What follows belongs to an exercise in optimizing a design on an open flow for small area, a short achievable clock period and few clock cycles per item; a production flow would make more cautious choices. At most, simulation tests tie the RTL to the original design; equivalence was not proved. Power is estimated from default activity; no workload was simulated.

// filter
module filter(
        input clock,
        input reset,
        input start,
        output reg done,
        input  [15:0] data_in,
        output reg [15:0] data_out
    );
    reg [15:0] h0, h1, h2, h3, h4, h5, h6;
    reg [23:0] p0, p1;
    genvar gi;
    wire [8:0] ld, hold;
    wire [111:0] hq = {h6, h5, h4, h3, h2, h1, h0};
    wire [111:0] hn = {h5, h4, h3, h2, h1, h0, data_in};
    wire [111:0] hd;
    generate
        for (gi = 0; gi < 9; gi = gi + 1) begin : sel
            selgen g (start, reset, ld[gi], hold[gi]);
        end
        for (gi = 0; gi < 112; gi = gi + 1) begin : hsel
            ao22 m (ld[gi / 16], hn[gi], hold[gi / 16], hq[gi], hd[gi]);
        end
    endgenerate
    always @(posedge clock)
        {h6, h5, h4, h3, h2, h1, h0} <= hd;
    reg  [16:0] pc;    
    wire pca_1, pca_2;
    ha pca_1_c (h0[0], h3[0], pca_1, pca_2);
    wire pca_3, pca_4;
    ha pca_3_c (h0[1], h3[1], pca_3, pca_4);
    wire pca_5, pca_6;
    ha pca_5_c (h0[2], h3[2], pca_5, pca_6);
    wire pca_7, pca_8;
    ha pca_7_c (h0[3], h3[3], pca_7, pca_8);
    wire pca_9, pca_10;
    ha pca_9_c (h0[4], h3[4], pca_9, pca_10);
    wire pca_11, pca_12;
    ha pca_11_c (h0[5], h3[5], pca_11, pca_12);
    wire pca_13, pca_14;
    ha pca_13_c (h0[6], h3[6], pca_13, pca_14);
    wire pca_15, pca_16;
    ha pca_15_c (h0[7], h3[7], pca_15, pca_16);
    wire pca_17, pca_18;
    ha pca_17_c (h0[8], h3[8], pca_17, pca_18);
    wire pca_19, pca_20;
    ha pca_19_c (h0[9], h3[9], pca_19, pca_20);
    wire pca_21, pca_22;
    ha pca_21_c (h0[10], h3[10], pca_21, pca_22);
    wire pca_23, pca_24;
    ha pca_23_c (h0[11], h3[11], pca_23, pca_24);
    wire pca_25, pca_26;
    ha pca_25_c (h0[12], h3[12], pca_25, pca_26);
    wire pca_27, pca_28;
    ha pca_27_c (h0[13], h3[13], pca_27, pca_28);
    wire pca_29, pca_30;
  ...
Size: about 860 cells after synthesis, roughly 210 flip-flops, about 36 I/O pins.
Settings: LEC_CHECK=0, CAP_MARGIN=20, CORE_MARGIN=2, CORE_UTILIZATION=60, CTS_CLUSTER_DIAMETER=100, CTS_CLUSTER_SIZE=24, SLEW_MARGIN=20, SYNTH_HIERARCHICAL=1; clock period 10.0 ns.
standard.sh (not shown) runs the stock make flow with config.mk's settings and CLKGATE_MAP_FILE= SYNTH_SCRIPT=/design/flow/synth_recipe.tcl, a recipe that flattens the netlist after the stock synthesis.
==> flow/flow/run.sh <==
#!/bin/bash
# Standard ORFS layout (the standard.sh) with changes only to how it is
# optimised: ports are buffered with a plain buffer instead of the default
# delay-buffer cell, and timing repair is asked for more setup margin than the
# 10 ns clock needs, so that it works on the achieved period.
set -euo pipefail
bash standard.sh SETUP_SLACK_MARGIN=6.95 "BUFFER_PORTS_ARGS=-buffer_cell sky130_fd_sc_hd__buf_4" finish > orfs_make.log 2>&1
The first run finished with timing, DRC and antenna clean.
Testbench counts at the start, summed over its fixed seeds: cycles 2,064, samples 2,048.
Change:
--- a/flow/flow/run.sh
+++ b/flow/flow/run.sh
@@ -5,3 +5,3 @@
 # 10 ns clock needs, so that it works on the achieved period.
 set -euo pipefail
-bash standard.sh SETUP_SLACK_MARGIN=6.95 "BUFFER_PORTS_ARGS=-buffer_cell sky130_fd_sc_hd__buf_4" finish > orfs_make.log 2>&1
+bash standard.sh SETUP_SLACK_MARGIN=7.0 "BUFFER_PORTS_ARGS=-buffer_cell sky130_fd_sc_hd__buf_4" finish > orfs_make.log 2>&1
PLACE_DENSITY = 0.8   (was not set)
What happened:
- The new run finished clean
- power is higher by about 1.4%
- global-route usage is lower by 1.9 points
- fmax increases by about 1%
- die area is unchanged
Change:
GPL_TIMING_DRIVEN = 1   (was not set)
PLACE_DENSITY = not set   (was 0.8)
Result: Fmax goes up by 0.31%. Global-route usage is higher by 1.9 points. Worst hold slack improves by 0.049 ns. Final area barely changes. Routed wire length is higher by 8.6%. Sequential share of layout area hardly moves. Sequential power hardly moves. Core utilization stays flat. Clock-buffer cell count goes up by 1. Final cell count is about the same.
Change:
GPL_TIMING_DRIVEN = not set   (was 1)
After rerunning: Setup slack does not change. Non-clock buffer count stays the same. Combinational power is about the same. Hold slack stays the same. Global-route usage stays the same. Power does not change. Clock skew does not change. Final area is unchanged. Die area does not change. Cell count does not change. Routed wire length stays the same.
Change:
--- a/flow/flow/run.sh
+++ b/flow/flow/run.sh
@@ -5,3 +5,3 @@
 # 10 ns clock needs, so that it works on the achieved period.
 set -euo pipefail
-bash standard.sh SETUP_SLACK_MARGIN=7.0 "BUFFER_PORTS_ARGS=-buffer_cell sky130_fd_sc_hd__buf_4" finish > orfs_make.log 2>&1
+bash standard.sh SETUP_SLACK_MARGIN=7.05 "BUFFER_PORTS_ARGS=-buffer_cell sky130_fd_sc_hd__buf_4" finish > orfs_make.log 2>&1
After rerunning:
- wire length barely changes
- sequential share of layout area came out lower by 0.19 points
- cell area came out higher by 1.5%

Another version of the RTL of filter (not shown whole).
For scale: about 930 cells after synthesis, about 210 flip-flops, ~36 I/O pins.
==> flow/config.mk <==
export PLATFORM = sky130hd
export DESIGN_NAME = filter
export DESIGN_NICKNAME = filter
export VERILOG_FILES = /design/flow/design.v
export SDC_FILE = /design/flow/constraint.sdc
export NUM_CORES = 4
export LEC_CHECK = 0
export CAP_MARGIN = 20
export CORE_MARGIN = 2
export CORE_UTILIZATION = 40
export CTS_CLUSTER_DIAMETER = 100
export CTS_CLUSTER_SIZE = 28
export SLEW_MARGIN = 20
export SYNTH_HIERARCHICAL = 1
==> flow/constraint.sdc <==
create_clock -name core_clock -period 10.0 [get_ports {clock}]
set_input_delay 2.0000 -clock core_clock [delete_from_list [all_inputs] [get_ports {clock}]]
set_output_delay 2.0000 -clock core_clock [all_outputs]
set_load 0.01 [all_outputs]
==> flow/flow/run.sh <==
#!/bin/bash
# Standard ORFS layout (the standard.sh) with changes only to how it is
# optimised: ports are buffered with a plain buffer instead of the default
# delay-buffer cell, and timing repair is asked for more setup margin than the
# 10 ns clock needs, so that it works on the achieved period.
set -euo pipefail
bash standard.sh SETUP_SLACK_MARGIN=7.1 "BUFFER_PORTS_ARGS=-buffer_cell sky130_fd_sc_hd__buf_4" finish > orfs_make.log 2>&1
The baseline finished clean.
Testbench counts at the start, summed over its fixed seeds: cycles 2,064, samples 2,048.
==> next run, changes <==
- CORE_UTILIZATION: 40 -> 60
- CTS_CLUSTER_SIZE: 28 -> 24
Effect: Sequential power hardly moves; wire length is about the same; flip-flop and latch count is unchanged; fmax increases by 0.30%; hold slack degrades by 0.0039 ns; area after synthesis does not change; die area decreases by 33%; total power increases by 2.7%; clock power increases by about 4%; global-route usage increases by 9.1 points.
==> next run, changes <==
- CORE_UTILIZATION: 60 -> 40
- CTS_CLUSTER_DIAMETER: 100 -> unset
- CTS_CLUSTER_SIZE: 24 -> unset
After rerunning: The changed run finished clean. Register-to-register slack is about the same. Total power climbs by 11%. Non-clock buffer count climbs by 3. Wire length climbs by 0.86%. Via count drops by about 1.7%. Worst setup slack loses 0.025 ns.
==> next run, changes <==
- CTS_CLUSTER_DIAMETER: unset -> 60
- CTS_CLUSTER_SIZE: unset -> 40
The new run completed without violations.
Via count hardly moves.
Wire length came out lower by 0.58%.
Synthesized cell count is unchanged.
Cell area came out lower by 0.72%.
Sequential power is about the same.

filter again, from the RTL that the note above started with.
Settings: LEC_CHECK=0, CAP_MARGIN=20, CORE_MARGIN=2, CORE_UTILIZATION=40, CTS_CLUSTER_DIAMETER=100, CTS_CLUSTER_SIZE=24, SLEW_MARGIN=20, SYNTH_HIERARCHICAL=1; clock period 10.0 ns.
==> flow/flow/run.sh <==
#!/bin/bash
# Standard ORFS layout (the standard.sh) with changes only to how it is
# optimised: ports are buffered with a plain buffer instead of the default
# delay-buffer cell, and timing repair is asked for more setup margin than the
# 10 ns clock needs, so that it works on the achieved period.
set -euo pipefail
bash standard.sh SETUP_SLACK_MARGIN=7.25 "BUFFER_PORTS_ARGS=-buffer_cell sky130_fd_sc_hd__buf_4" finish > orfs_make.log 2>&1
Testbench counts at the start, summed over its fixed seeds: cycles 2,064, samples 2,048.
Edit:
--- a/flow/flow/run.sh
+++ b/flow/flow/run.sh
@@ -5,3 +5,3 @@
 # 10 ns clock needs, so that it works on the achieved period.
 set -euo pipefail
-bash standard.sh SETUP_SLACK_MARGIN=7.25 "BUFFER_PORTS_ARGS=-buffer_cell sky130_fd_sc_hd__buf_4" finish > orfs_make.log 2>&1
+bash standard.sh SETUP_SLACK_MARGIN=6.95 "BUFFER_PORTS_ARGS=-buffer_cell sky130_fd_sc_hd__buf_4" finish > orfs_make.log 2>&1
Settings changed: CORE_UTILIZATION 40 to 60.
What happened: The new run went through all stages and came out clean. Final area decreases by a few percent. Total power decreases by a few percent. Cell count decreases by roughly a tenth. Synthesized cell count does not change. Area after synthesis is unchanged. Core utilization increases by 19 points. Routed wire length increases slightly. Clock-buffer cell count increases by 1. Die area decreases by a quarter to a third. Clock skew decreases by 5.7 ps. Clock power increases slightly.
Edit:
--- a/flow/flow/run.sh
+++ b/flow/flow/run.sh
@@ -5,3 +5,3 @@
 # 10 ns clock needs, so that it works on the achieved period.
 set -euo pipefail
-bash standard.sh SETUP_SLACK_MARGIN=6.95 "BUFFER_PORTS_ARGS=-buffer_cell sky130_fd_sc_hd__buf_4" finish > orfs_make.log 2>&1
+bash standard.sh SETUP_SLACK_MARGIN=7.1 "BUFFER_PORTS_ARGS=-buffer_cell sky130_fd_sc_hd__buf_4" finish > orfs_make.log 2>&1
Settings changed: CORE_UTILIZATION 60 to 40.
Outcome:
- The changed run produced a clean layout
- via count is about the same
- wire length rose by 2.0%
- cell count rose by 12%
- total power rose by 3.9%
- first-iteration DRC count fell by 3.1%
- maximum frequency rose by 1.0%
- final area rose by 4.3%
- core utilization fell by 20 points
- global-route usage fell by 8.9 points
Edit:
==> flow/flow/run.sh (replaced) <==
#!/bin/bash
# Standard ORFS layout (the standard.sh) with two changes to how it is
# optimised: ports are buffered with a plain buffer instead of the default
# delay-buffer cell, and timing repair is asked for more setup margin than the
# 10 ns clock needs, so that it works on the achieved period.
set -euo pipefail
bash standard.sh SETUP_SLACK_MARGIN=6.8 "BUFFER_PORTS_ARGS=-buffer_cell sky130_fd_sc_hd__buf_2" finish > orfs_make.log 2>&1
Settings changed: CTS_CLUSTER_DIAMETER 100 to default, CTS_CLUSTER_SIZE 24 to default.
Result: Wire length decreases by a few percent; via count drops slightly; setup slack got worse by 170 ps; cell count is unchanged; synthesized area stays the same; final area went down slightly; sequential power barely changes; clock skew came out higher by 5.9 ps; maximum frequency shrinks by a few percent.
Edit:
==> flow/flow/run.sh (replaced) <==
#!/bin/bash
# Standard ORFS layout (the standard.sh) with changes only to how it is
# optimised: ports are buffered with a plain buffer instead of the default
# delay-buffer cell, and timing repair is asked for more setup margin than the
# 10 ns clock needs, so that it works on the achieved period.
set -euo pipefail
bash standard.sh SETUP_SLACK_MARGIN=7.1 "BUFFER_PORTS_ARGS=-buffer_cell sky130_fd_sc_hd__buf_4" finish > orfs_make.log 2>&1
Settings changed: CTS_CLUSTER_DIAMETER from default to 100, CTS_CLUSTER_SIZE from default to 20.
Effect:
- global-route usage went up by 0.21 points
- setup slack improved by 150 ps
- design area went up by 1.4%
- hold slack improved by 18 ps
- non-clock buffer count goes up by 26
- clock skew came out higher by 5.9 ps
- power falls by 6.2%
- clock power decreases by 39%
- via count goes up by 1.0%

Another version of the RTL of filter (not shown whole).
For scale: about 740 cells after synthesis, roughly 180 flip-flops, roughly 36 I/O pins, roughly 11000 um2 of cells after synthesis.
Settings: LEC_CHECK=0, CAP_MARGIN=20, CORE_MARGIN=2, CORE_UTILIZATION=40, SLEW_MARGIN=20, SYNTH_HIERARCHICAL=1; clock period 10.0 ns.
==> flow/flow/run.sh <==
#!/bin/bash
# Standard ORFS layout (the standard.sh), asking the timing repair for more
# setup margin than the 10 ns clock needs, so it optimises the achieved period.
set -euo pipefail
bash standard.sh SETUP_SLACK_MARGIN=6.5 finish > orfs_make.log 2>&1
The baseline finished with timing, DRC and antenna clean.
Edit:
==> flow/flow/run.sh (replaced) <==
#!/bin/bash
# Standard ORFS layout (the standard.sh) with two changes to how it is
# optimised: ports are buffered with a plain buffer instead of the default
# delay-buffer cell, and timing repair is asked for more setup margin than the
# 10 ns clock needs, so that it works on the achieved period.
set -euo pipefail
bash standard.sh SETUP_SLACK_MARGIN=6.8 "BUFFER_PORTS_ARGS=-buffer_cell sky130_fd_sc_hd__buf_2" finish > orfs_make.log 2>&1
Result:
- critical path depth stays the same
- register-to-register slack gets better by 70 ps
- power hardly moves
- die area does not change
- setup slack gets better by 73 ps
- final cell count goes up by 2.2%
- via count goes up by 2.5%
- maximum frequency goes up by 2.2%
- design area goes up by 2.6%
Edit:
==> flow/run.sh (new file) <==
#!/bin/bash
# synth_recipe.tcl (not shown) runs the flow's synth.tcl, then flattens the netlist and writes it again
# the make line also repeats each setting of config.mk as NAME=value (left out here)
make -C /OpenROAD-flow-scripts/flow DESIGN_CONFIG=/design/flow/config.mk WORK_HOME=/design/flow/orfs CLKGATE_MAP_FILE= SYNTH_SCRIPT=/design/flow/synth_recipe.tcl finish
removed: flow/flow/run.sh
removed: flow/standard.sh
=>
- first-iteration DRC count drops by 6.0%
- sequential cell count is unchanged
- final area drops by 3.8%
- wire length drops by 4.8%
Edit:
==> flow/flow/run.sh (new file) <==
#!/bin/bash
# Standard ORFS layout (the standard.sh), asking the timing repair for more
# setup margin than the 10 ns clock needs, so it optimises the achieved period.
set -euo pipefail
bash standard.sh SETUP_SLACK_MARGIN=7.2 finish > orfs_make.log 2>&1
==> flow/standard.sh (new file) <==
#!/bin/bash
# synth_recipe.tcl (not shown) runs the flow's synth.tcl, then flattens the netlist and writes it again
# the make line also repeats each setting of config.mk as NAME=value (left out here)
make -C /OpenROAD-flow-scripts/flow DESIGN_CONFIG=/design/flow/config.mk WORK_HOME=/design/flow/orfs CLKGATE_MAP_FILE= SYNTH_SCRIPT=/design/flow/synth_recipe.tcl "${@:-finish}"
removed: flow/run.sh
After rerunning: Design area went up by 11%; total power is higher by 19%; worst setup slack is better by 570 ps; via count increases by 5.7%; first-iteration DRC count is higher by 14%; wire length goes up by 12%; die area stays the same; core utilization grows by 4.8 points; clock-buffer cell count does not change.
No functional check of the RTL was part of any run of this note.

RTL: one of the versions met above, not the one the previous note started from.
For scale: about 860 cells after synthesis, ~210 flip-flops, roughly 36 I/O pins.
==> flow/config.mk <==
export PLATFORM = sky130hd
export DESIGN_NAME = filter
export DESIGN_NICKNAME = filter
export VERILOG_FILES = /design/flow/design.v
export SDC_FILE = /design/flow/constraint.sdc
export NUM_CORES = 4
export LEC_CHECK = 0
export CAP_MARGIN = 20
export CORE_MARGIN = 2
export CORE_UTILIZATION = 60
export SLEW_MARGIN = 20
export SYNTH_HIERARCHICAL = 1
==> flow/constraint.sdc <==
create_clock -name core_clock -period 10.0 [get_ports {clock}]
set_input_delay 2.0000 -clock core_clock [delete_from_list [all_inputs] [get_ports {clock}]]
set_output_delay 2.0000 -clock core_clock [all_outputs]
set_load 0.01 [all_outputs]
==> flow/flow/run.sh <==
#!/bin/bash
# Standard ORFS layout (the standard.sh) with changes only to how it is
# optimised: ports are buffered with a plain buffer instead of the default
# delay-buffer cell, and timing repair is asked for more setup margin than the
# 10 ns clock needs, so that it works on the achieved period.
set -euo pipefail
bash standard.sh SETUP_SLACK_MARGIN=7.0 "BUFFER_PORTS_ARGS=-buffer_cell sky130_fd_sc_hd__buf_4" "CTS_ARGS=-sink_clustering_enable -repair_clock_nets -sink_clustering_size 24 -sink_clustering_max_diameter 100 -distance_between_buffers 1000 -branching_point_buffers_distance 1000" finish > orfs_make.log 2>&1
Testbench counts at the start, summed over its fixed seeds: cycles 2,064, samples 2,048.
Change:
==> flow/flow/run.sh (replaced) <==
#!/bin/bash
# Standard ORFS layout (the standard.sh) with changes only to how it is
# optimised: ports are buffered with a plain buffer instead of the default
# delay-buffer cell, and timing repair is asked for more setup margin than the
# 10 ns clock needs, so that it works on the achieved period.
set -euo pipefail
bash standard.sh SETUP_SLACK_MARGIN=7.0 "BUFFER_PORTS_ARGS=-buffer_cell sky130_fd_sc_hd__buf_4" finish > orfs_make.log 2>&1
--- a/flow/config.mk
+++ b/flow/config.mk
@@ -10,2 +10,5 @@
 export CORE_UTILIZATION = 60
+export CTS_BUF_LIST = sky130_fd_sc_hd__clkbuf_8 sky130_fd_sc_hd__clkbuf_16
+export CTS_CLUSTER_DIAMETER = 100
+export CTS_CLUSTER_SIZE = 24
 export SLEW_MARGIN = 20
What happened:
- flip-flop and latch count is unchanged
- non-clock buffer count stays the same
- utilization stays the same
- hold slack stays flat
- wire length hardly moves
- synthesized area does not change
- global-route usage is unchanged
Change:
--- a/flow/flow/run.sh
+++ b/flow/flow/run.sh
@@ -6,2 +6,2 @@
 set -euo pipefail
-bash standard.sh SETUP_SLACK_MARGIN=7.0 "BUFFER_PORTS_ARGS=-buffer_cell sky130_fd_sc_hd__buf_4" finish > orfs_make.log 2>&1
+bash standard.sh SETUP_SLACK_MARGIN=7.05 "BUFFER_PORTS_ARGS=-buffer_cell sky130_fd_sc_hd__buf_4" finish > orfs_make.log 2>&1
--- a/flow/config.mk
+++ b/flow/config.mk
@@ -9,4 +9,3 @@
 export CORE_MARGIN = 2
-export CORE_UTILIZATION = 60
-export CTS_BUF_LIST = sky130_fd_sc_hd__clkbuf_8 sky130_fd_sc_hd__clkbuf_16
+export CORE_UTILIZATION = 70
 export CTS_CLUSTER_DIAMETER = 100
Setup slack is worse by 0.021 ns; final cell count goes down by about 1.4%; non-clock buffer count goes up by 4; global-route usage goes up by 2.4 points.
Change:
--- a/flow/flow/run.sh
+++ b/flow/flow/run.sh
@@ -6,2 +6,2 @@
 set -euo pipefail
-bash standard.sh SETUP_SLACK_MARGIN=7.05 "BUFFER_PORTS_ARGS=-buffer_cell sky130_fd_sc_hd__buf_4" finish > orfs_make.log 2>&1
+bash standard.sh SETUP_SLACK_MARGIN=7.0 "BUFFER_PORTS_ARGS=-buffer_cell sky130_fd_sc_hd__buf_4" finish > orfs_make.log 2>&1
--- a/flow/config.mk
+++ b/flow/config.mk
@@ -9,3 +9,3 @@
 export CORE_MARGIN = 2
-export CORE_UTILIZATION = 70
+export CORE_UTILIZATION = 55
 export CTS_CLUSTER_DIAMETER = 100
What happened: Die area rose by 26%. Utilization fell by 17 points. Hold slack loses 0.0034 ns.

separate check: timing with driven ports:
No port has a modelled driver above. Below, the same layouts with a new extraction and two added sets of constraints. Step 1: set_driving_cell puts a clkbuf_16 on clock and a buf_2 on each other input, an assumption about the parent block. Step 2 adds t to the input delays and takes it off the output delays; t is the mean of the earliest and latest rising clock arrival at the registers after step 1. Input paths then give back, and output paths get back, about the clock's delay inside the block. Three values: ideal ports, drivers, drivers and shift; two values: the first two.
| run | t (ns) | setup slack, ns | hold WS [ns] | worst register clock-pin slew, ns | pins driven straight from the clock port |
|---|---|---|---|---|---|
| the first run of note 1 | 0.509 | 7.013 / 6.970 / 6.541 | 0.419 / 0.419 / 0.419 | 0.09 / 0.09 | 1 |
| the second run of note 1 | 0.512 | 7.042 / 6.997 / 6.625 | 0.367 / 0.367 / 0.367 | 0.10 / 0.10 | 1 |
| the third run of note 1 | 0.508 | 7.051 / 7.008 / 6.759 | 0.416 / 0.416 / 0.416 | 0.10 / 0.10 | 1 |
| the fourth run of note 1 | 0.508 | 7.051 / 7.008 / 6.759 | 0.416 / 0.416 / 0.416 | 0.10 / 0.10 | 1 |
| the fifth run of note 1 | 0.509 | 7.076 / 7.032 / 6.758 | 0.423 / 0.423 / 0.423 | 0.10 / 0.10 | 1 |
| the first run of note 2 | 0.514 | 7.070 / 7.020 / 6.763 | 0.480 / 0.480 / 0.480 | 0.11 / 0.11 | 1 |
| the second run of note 2 | 0.518 | 7.079 / 7.030 / 6.764 | 0.476 / 0.476 / 0.476 | 0.10 / 0.10 | 1 |
| the third run of note 2 | 0.553 | 7.054 / 7.004 / 6.632 | 0.471 / 0.471 / 0.471 | 0.06 / 0.06 | 1 |
| the fourth run of note 2 | 0.534 | 7.036 / 6.985 / 6.789 | 0.478 / 0.478 / 0.478 | 0.09 / 0.09 | 1 |
| the first run of note 3 | 0.514 | 7.084 / 7.033 / 6.814 | 0.475 / 0.475 / 0.475 | 0.09 / 0.09 | 1 |
| the second run of note 3 | 0.519 | 7.044 / 6.999 / 6.550 | 0.476 / 0.476 / 0.476 | 0.09 / 0.09 | 1 |
| the third run of note 3 | 0.520 | 7.074 / 7.024 / 6.780 | 0.479 / 0.479 / 0.479 | 0.10 / 0.10 | 1 |
| the fourth run of note 3 | 0.571 | 6.902 / 6.902 / 6.365 | 0.461 / 0.461 / 0.461 | 0.06 / 0.06 | 1 |
| the fifth run of note 3 | 0.529 | 7.053 / 7.002 / 6.767 | 0.479 / 0.479 / 0.479 | 0.09 / 0.09 | 1 |
| the first run of note 4 | 0.483 | 6.553 / 6.553 / 6.111 | 0.475 / 0.475 / 0.475 | 0.08 / 0.08 | 1 |
| the second run of note 4 | 0.479 | 6.626 / 6.626 / 6.445 | 0.451 / 0.451 / 0.451 | 0.08 / 0.08 | 1 |
| the third run of note 4 | 0.482 | 6.002 / 6.032 / 5.550 | 0.474 / 0.474 / 0.474 | 0.07 / 0.07 | 1 |
| the fourth run of note 4 | 0.489 | 6.576 / 6.576 / 6.576 | 0.453 / 0.453 / 0.453 | 0.07 / 0.07 | 1 |
| the first run of note 5 | 0.508 | 7.051 / 7.008 / 6.759 | 0.416 / 0.416 / 0.416 | 0.10 / 0.10 | 1 |
| the second run of note 5 | 0.508 | 7.052 / 7.008 / 6.761 | 0.417 / 0.417 / 0.417 | 0.10 / 0.10 | 1 |
| the third run of note 5 | 0.516 | 7.031 / 6.985 / 6.706 | 0.366 / 0.366 / 0.366 | 0.10 / 0.10 | 1 |
| the fourth run of note 5 | 0.511 | 7.033 / 6.991 / 6.549 | 0.362 / 0.362 / 0.362 | 0.10 / 0.10 | 1 |
After both steps every run listed still meets setup and hold. The setup slack of the fourth run of note 3, which loses most, moves by 0.000 ns with the drivers and by -0.537 ns with both steps.
